This design comes from an exercise in tuning for small area and a short achievable clock period on the open sky130 flow, not from production work.
RTL that was checked went through simulation tests only; none was proved equivalent to the original.
Power is estimated from default activity; no workload was simulated.

==> inputs of xenon <==
==> flow/design.v (excerpt) <==
module mac(A, B, C, D, clk, reset, Acc);
  input [7:0] A, B, C, D;
  input clk, reset;
  output [31:0] Acc;
  reg [31:0] R;
  reg [1:0] V;
  reg [8:0] W;
  wire p_A0B0 = ~(A[0] & B[0]);
  wire p_A0B1 = ~(A[0] & B[1]);
  wire p_A0B2 = ~(A[0] & B[2]);
  wire p_A0B3 = ~(A[0] & B[3]);
  wire p_A0B4 = ~(A[0] & B[4]);
  wire p_A0B5 = ~(A[0] & B[5]);
  wire p_A0B6 = ~(A[0] & B[6]);
  wire p_A0B7 = ~(A[0] & B[7]);
  wire p_A1B0 = ~(A[1] & B[0]);
  wire p_A1B1 = ~(A[1] & B[1]);
  wire p_A1B2 = ~(A[1] & B[2]);
  wire p_A1B3 = ~(A[1] & B[3]);
  wire p_A1B4 = ~(A[1] & B[4]);
  wire p_A1B5 = ~(A[1] & B[5]);
  wire p_A1B6 = ~(A[1] & B[6]);
  wire p_A1B7 = ~(A[1] & B[7]);
  wire p_A2B0 = ~(A[2] & B[0]);
  wire p_A2B1 = ~(A[2] & B[1]);
  wire p_A2B2 = ~(A[2] & B[2]);
  wire p_A2B3 = ~(A[2] & B[3]);
  wire p_A2B4 = ~(A[2] & B[4]);
  wire p_A2B5 = ~(A[2] & B[5]);
  wire p_A2B6 = ~(A[2] & B[6]);
  wire p_A2B7 = ~(A[2] & B[7]);
  wire p_A3B0 = ~(A[3] & B[0]);
  wire p_A3B1 = ~(A[3] & B[1]);
  wire p_A3B2 = ~(A[3] & B[2]);
  wire p_A3B3 = ~(A[3] & B[3]);
  ...
export LEC_CHECK = 0
export CAP_MARGIN = 20
export CORE_MARGIN = 2
export CORE_UTILIZATION = 60
export SETUP_SLACK_MARGIN = 1.5
export SLEW_MARGIN = 20
export SYNTH_HIERARCHICAL = 1
create_clock -name core_clock -period 6.5 [get_ports {clk}]
standard.sh (not shown) runs the stock make flow with config.mk's settings and CLKGATE_MAP_FILE= SYNTH_SCRIPT=/design/flow/synth_recipe.tcl, a recipe that flattens the netlist after the stock synthesis.
==> flow/flow/run.sh <==
#!/bin/bash
# Standard ORFS flow (the standard.sh), with the port buffers made of
# sky130_fd_sc_hd__buf_2 instead of buffer_ports' default cell.
set -o pipefail
export BUFFER_PORTS_ARGS="-buffer_cell sky130_fd_sc_hd__buf_2"
bash standard.sh finish 2>&1 | tee standard_flow.log
==> inputs of raven, as changes to xenon <==
--- a/flow/design.v
+++ b/flow/design.v
@@ -274,14 +274,14 @@
   wire s251, c252;
   wire s253, c254;
   wire s255, c256;
   wire s257, c258;
   wire s259, c260;
   wire s261, c262;
-  wire [31:0] x = {R[31], R[30], R[29], R[28], R[27], R[26], R[25], R[24], R[23], R[22], R[21], R[20], R[19], R[18], R[17], s261, ~s259, ~s255, ~s247, ~s235, ~s219, c176, c148, c118, c88, s87, ~s61, s41, s25, s13, ~s3, (C[0] & D[0])};
-  wire [31:0] y = {1'b0, 1'b0, 1'b0, 1'b0, 1'b0, 1'b0, 1'b0, 1'b0, 1'b0, 1'b0, 1'b0, V[1], 1'b0, 1'b0, c262, ~c260, ~c256, ~c248, ~c236, ~c220, ~c200, ~s199, s175, s147, s117, 1'b0, ~s59, ~s39, ~s23, ~s11, ~s5, ~s1};
+  wire [31:0] x = {R[31], R[30], R[29], R[28], R[27], R[26], R[25], R[24], R[23], R[22], R[21], R[20], R[19], R[18], R[17], s261, ~s259, ~s255, ~s247, ~s235, ~s219, c176, c148, c118, c88, s87, ~s59, s41, s25, s13, ~s3, (C[0] & D[0])};
+  wire [31:0] y = {1'b0, 1'b0, 1'b0, 1'b0, 1'b0, 1'b0, 1'b0, 1'b0, 1'b0, 1'b0, 1'b0, V[1], 1'b0, 1'b0, c262, ~c260, ~c256, ~c248, ~c236, ~c220, ~c200, ~s199, s175, s147, s117, 1'b0, ~s61, ~s39, ~s23, ~s11, ~s5, ~s1};
   mac_xor u_s1 (R[0], p_A0B0, s1);
   assign c2 = R[0] & ~p_A0B0;
   mac_fa u_s3 (~R[1], p_A0B1, p_A1B0, s3, c4);
   mac_fa u_s5 (p_C0D1, p_C1D0, ~c2, s5, c6);
   mac_fa u_s7 (~R[2], p_A0B2, p_A1B1, s7, c8);
   mac_fa u_s9 (p_A2B0, p_C0D2, p_C1D1, s9, c10);
@@ -309,13 +309,14 @@
   mac_fa u_s47 (p_A5B0, p_C0D5, p_C1D4, s47, c48);
   mac_fa u_s49 (p_C2D3, p_C3D2, p_C4D1, s49, c50);
   mac_fa u_s51 (p_C5D0, c28, c30, s51, c52);
   mac_fa u_s53 (c32, s43, s45, s53, c54);
   mac_fa u_s55 (s47, s49, c34, s55, c56);
   mac_fa u_s57 (c36, s51, s53, s57, c58);
-  mac_fa u_s59 (s55, c38, s57, s59, c60);
+  mac_x3 u_s59 (s55, c38, s57, s59);
+  mac_mj u_c60 (s55, c38, s57, c60);
   mac_xor u_s61 (c42, c40, s61);
   assign c62 = c42 & ~c40;
   mac_fa u_s63 (R[6], V[0], (A[0] & B[6]), s63, c64);
   mac_fa u_s65 (p_A1B5, p_A2B4, p_A3B3, s65, c66);
   mac_fa u_s67 (p_A4B2, p_A5B1, p_A6B0, s67, c68);
   mac_fa u_s69 (p_C0D6, p_C1D5, p_C2D4, s69, c70);
@@ -339,15 +340,16 @@
   mac_fa u_s101 (c66, c68, c70, s101, c102);
   mac_fa u_s103 (c72, s91, ~c64, s103, c104);
   mac_fa u_s105 (s93, s95, s97, s105, c106);
   mac_fa u_s107 (s99, ~s89, c74, s107, c108);
   mac_fa u_s109 (c76, c78, s101, s109, c110);
   mac_fa u_s111 (s103, s105, s107, s111, c112);
-  mac_fa u_s113 (c80, c82, s109, s113, c114);
-  mac_x3 u_s115 (s111, c84, s113, s115);
-  mac_mj u_c116 (s111, c84, s113, c116);
+  mac_x3 u_s113 (c80, c82, s109, s113);
+  mac_mj u_c114 (c80, c82, s109, c114);
+  mac_x3 u_s115 (s111, s113, c84, s115);
+  mac_mj u_c116 (s111, s113, c84, c116);
   mac_xor u_s117 (s115, c86, s117);
   assign c118 = ~s115 & ~c86;
   mac_fa u_s119 (R[8], W[1], (A[1] & B[7]), s119, c120);
   mac_fa u_s121 (p_A2B6, p_A3B5, p_A4B4, s121, c122);
   mac_fa u_s123 (p_A5B3, p_A6B2, p_A7B1, s123, c124);
   mac_fa u_s125 (p_C1D7, p_C2D6, p_C3D5, s125, c126);
@@ -358,59 +360,61 @@
   mac_fa u_s135 (s125, s127, ~s119, s135, c136);
   mac_fa u_s137 (c102, c104, s129, s137, c138);
   mac_fa u_s139 (c106, s131, s133, s139, c140);
   mac_fa u_s141 (s135, c108, c110, s141, c142);
   mac_x3 u_s143 (s137, s139, c112, s143);
   mac_mj u_c144 (s137, s139, c112, c144);
-  mac_x3 u_s145 (s141, c114, s143, s145);
-  mac_mj u_c146 (s141, c114, s143, c146);
-  mac_xor u_s147 (s145, c116, s147);
-  assign c148 = ~s145 & ~c116;
+  mac_x3 u_s145 (c114, s141, s143, s145);
+  mac_mj u_c146 (c114, s141, s143, c146);
+  mac_xor u_s147 (c116, s145, s147);
+  assign c148 = ~c116 & ~s145;
   mac_fa u_s149 (R[9], W[2], (A[2] & B[7]), s149, c150);
   mac_fa u_s151 (p_A3B6, p_A4B5, p_A5B4, s151, c152);
   mac_fa u_s153 (p_A6B3, p_A7B2, p_C2D7, s153, c154);
   mac_fa u_s155 (p_C3D6, p_C4D5, p_C5D4, s155, c156);
   mac_fa u_s157 (p_C6D3, p_C7D2, c122, s157, c158);
   mac_fa u_s159 (c124, c126, c128, s159, c160);
   mac_fa u_s161 (s151, s153, ~c120, s161, c162);
   mac_fa u_s163 (s155, ~s149, c130, s163, c164);
   mac_fa u_s165 (c132, s157, c134, s165, c166);
   mac_fa u_s167 (s159, c136, s161, s167, c168);
-  mac_fa u_s169 (s163, c138, s165, s169, c170);
-  mac_x3 u_s171 (c140, s167, c142, s171);
-  mac_mj u_c172 (c140, s167, c142, c172);
-  mac_x3 u_s173 (s169, s171, c144, s173);
-  mac_mj u_c174 (s169, s171, c144, c174);
+  mac_x3 u_s169 (s163, c138, s165, s169);
+  mac_mj u_c170 (s163, c138, s165, c170);
+  mac_x3 u_s171 (c140, s167, s169, s171);
+  mac_mj u_c172 (c140, s167, s169, c172);
+  mac_x3 u_s173 (c142, s171, c144, s173);
+  mac_mj u_c174 (c142, s171, c144, c174);
   mac_xor u_s175 (c146, s173, s175);
   assign c176 = ~c146 & ~s173;
   mac_fa u_s177 (R[10], W[3], (A[3] & B[7]), s177, c178);
   mac_fa u_s179 (p_A4B6, p_A5B5, p_A6B4, s179, c180);
   mac_fa u_s181 (p_A7B3, p_C3D7, p_C4D6, s181, c182);
   mac_fa u_s183 (p_C5D5, p_C6D4, p_C7D3, s183, c184);
   mac_fa u_s185 (c152, c154, c156, s185, c186);
   mac_fa u_s187 (s179, s181, ~c150, s187, c188);
   mac_fa u_s189 (s183, ~s177, c158, s189, c190);
   mac_fa u_s191 (c160, c162, s185, s191, c192);
   mac_fa u_s193 (s187, c164, s189, s193, c194);
-  mac_fa u_s195 (c166, c168, s191, s195, c196);
+  mac_x3 u_s195 (c166, c168, s191, s195);
+  mac_mj u_c196 (c166, c168, s191, c196);
   mac_x3 u_s197 (s193, c170, s195, s197);
   mac_mj u_c198 (s193, c170, s195, c198);
   mac_x3 u_s199 (c172, s197, c174, s199);
   mac_mj u_c200 (c172, s197, c174, c200);
   mac_fa u_s201 (R[11], W[4], (A[4] & B[7]), s201, c202);
   mac_fa u_s203 (p_A5B6, p_A6B5, p_A7B4, s203, c204);
   mac_fa u_s205 (p_C4D7, p_C5D6, p_C6D5, s205, c206);
   mac_fa u_s207 (p_C7D4, c180, c182, s207, c208);
   mac_fa u_s209 (c184, s203, ~c178, s209, c210);
   mac_fa u_s211 (s205, ~s201, c186, s211, c212);
   mac_fa u_s213 (s207, c188, s209, s213, c214);
   mac_fa u_s215 (c190, s211, c192, s215, c216);
-  mac_x3 u_s217 (s213, c194, s215, s217);
-  mac_mj u_c218 (s213, c194, s215, c218);
-  mac_x3 u_s219 (c196, s217, c198, s219);
-  mac_mj u_c220 (c196, s217, c198, c220);
+  mac_x3 u_s217 (s213, c194, c196, s217);
+  mac_mj u_c218 (s213, c194, c196, c218);
+  mac_x3 u_s219 (s215, s217, c198, s219);
+  mac_mj u_c220 (s215, s217, c198, c220);
   mac_fa u_s221 (R[12], W[5], (A[5] & B[7]), s221, c222);
   mac_fa u_s223 (p_A6B6, p_A7B5, p_C5D7, s223, c224);
   mac_fa u_s225 (p_C6D6, p_C7D5, c204, s225, c226);
   mac_fa u_s227 (c206, s223, ~c202, s227, c228);
   mac_fa u_s229 (~s221, c208, s225, s229, c230);
   mac_fa u_s231 (c210, s227, c212, s231, c232);
@@ -434,21 +438,20 @@
   mac_fa u_s259 (c252, ~s257, c254, s259, c260);
   mac_xor u_s261 (R[16], c258, s261);
   assign c262 = R[16] & c258;
   wire [6:0] blk0 = x[5:0] + y[5:0];
   wire [4:0] blk2 = x[19:16] + y[19:16];
   wire [12:0] blk3 = x[31:20] + y[31:20];
-  wire [31:0] Rt = R ^ 32'h00000000;
   wire [31:0] vv = {1'b0, 1'b0, 1'b0, 1'b0, 1'b0, 1'b0, 1'b0, 1'b0, 1'b0, 1'b0, 1'b0, V[1], 1'b0, 1'b0, 1'b0, 1'b0, 1'b0, 1'b0, 1'b0, 1'b0, 1'b0, 1'b0, 1'b0, 1'b0, 1'b0, V[0], 1'b0, 1'b0, 1'b0, 1'b0, 1'b0, 1'b0};
-  wire [31:0] wv = {1'b0, 1'b0, 1'b0, 1'b0, 1'b0, 1'b0, 1'b0, 1'b0, 1'b0, 1'b0, 1'b0, 1'b0, 1'b0, 1'b0, 1'b0, 1'b0, W[8], W[7], W[6], W[5], W[4], W[3], W[2], W[1], W[0], 1'b0, 1'b0, 1'b0, 1'b0, 1'b0, 1'b0, 1'b0} ^ 32'h00000000;
-  assign Acc = Rt + (vv | wv);
+  wire [31:0] wv = {1'b0, 1'b0, 1'b0, 1'b0, 1'b0, 1'b0, 1'b0, 1'b0, 1'b0, 1'b0, 1'b0, 1'b0, 1'b0, 1'b0, 1'b0, 1'b0, W[8], W[7], W[6], W[5], W[4], W[3], W[2], W[1], W[0], 1'b0, 1'b0, 1'b0, 1'b0, 1'b0, 1'b0, 1'b0};
+  assign Acc = R + (vv | wv);
   always @(posedge clk, negedge reset)
     if (reset == 0) begin
-      R <= 32'h00000000;
+      R <= 0;
       V <= 0;
-      W <= 9'h0;
+      W <= 0;
     end else begin
       R <= {blk3[11], blk3[10], blk3[9], blk3[8], blk3[7], blk3[6], blk3[5], blk3[4], blk3[3], blk3[2], blk3[1], blk3[0], blk2[3], blk2[2], blk2[1], blk2[0], x[15], x[14], x[13], x[12], x[11], x[10], x[9], x[8], x[7], x[6], blk0[5], blk0[4], blk0[3], blk0[2], blk0[1], blk0[0]};
       V <= {blk2[4], blk0[6]};
       W <= {y[15], y[14], y[13], y[12], y[11], y[10], y[9], y[8], y[7]};
     end
 endmodule
--- a/flow/config.mk
+++ b/flow/config.mk
@@ -5,9 +5,9 @@
 export SDC_FILE = /design/flow/constraint.sdc
 export NUM_CORES = 4
 export LEC_CHECK = 0
 export CAP_MARGIN = 20
 export CORE_MARGIN = 2
 export CORE_UTILIZATION = 60
-export SETUP_SLACK_MARGIN = 1.5
+export SETUP_SLACK_MARGIN = 2.5
 export SLEW_MARGIN = 20
 export SYNTH_HIERARCHICAL = 1
==> comparison table <==
| metric | xenon | raven |
|---|---|---|
| Multi-input gate share of total cell area | 0.703 | 0.683 |
| Combinational-cell power consumption | 3.46 mW | 3.64 mW |
| Final non-clock buffer share | 0.0515 | 0.0924 |
| Fraction of power consumed by combinational cells | 0.821 | 0.833 |
| Routability cong. | 0.932 | 0.925 |
| Worst setup slack for register-to-register paths | 3.19 ns | 3.36 ns |
| GR Util met2 | 0.499 | 0.497 |
| Max IR drop VDD | 0.000532 V | 0.000460 V |
| Final HPWL DP | 11300 microns | 11500 microns |
| Net switching power | 1.84 mW | 1.85 mW |
| Sequential power share | 0.129 | 0.123 |
| Count of nets after finishing | 774 | 785 |
| Power Clock | 0.212 mW | 0.193 mW |
| Power attributed to sequential cells | 0.543 mW | 0.540 mW |
| Outcome | complete, no violations | complete, no violations |
| Number of global-route vias before repair | 4569 | 4567 |
| WL per Instance | 18.4 microns | 18.7 microns |
| Post-Synth Simple-Gate Area | 0.140 | 0.139 |
| Area share of the largest cell type after synthesis | 0.373 | 0.356 |
| Final critical path time including I/O delays and setup | 4.18 ns | 4.02 ns |
| Number of clock buffers in the layout | 5 | 7 |
| Power density relative to cell area | 662 nW/um^2 | 633 nW/um^2 |
| Final clock period utilization by the worst path | 0.642 | 0.618 |
| Cell area after placement | 6250 sq um | 6390 sq um |
| Combined area of the multi-input logic cells | 4480 sq um | 4720 sq um |
Only the layout flow was run in xenon; the RTL was not checked for function there.

-- static timing again, ports no longer ideal --
Ports are ideal in the flow. The routed layouts listed here were re-timed in OpenROAD.
Step 1 sets driving cells, clkbuf_16 on the clock port and buf_2 on the other inputs (assumed; they add their load-dependent delay and slew).
Step 2 adds t to the input delays and takes it off the output delays; t is the mean of the earliest and latest rising clock arrival at the registers after step 1. Input paths then give back, and output paths get back, about the clock's delay inside the block.
Three values: no drivers, after step 1, after step 2; two values: the first two.
| run | t, ns | slack for setup (ns) | worst setup path after step 2 | cell pins on the clock port's net |
|---|---|---|---|---|
| xenon | 0.330 | 2.324 / 2.329 / 1.999 | input to register | 1 |
| raven | 0.328 | 2.482 / 2.446 / 2.118 | input to register | 1 |
After both steps every run listed still meets setup and hold. For raven, which loses most, drivers alone change the setup slack by -0.036 ns; drivers and shift together by -0.364 ns.
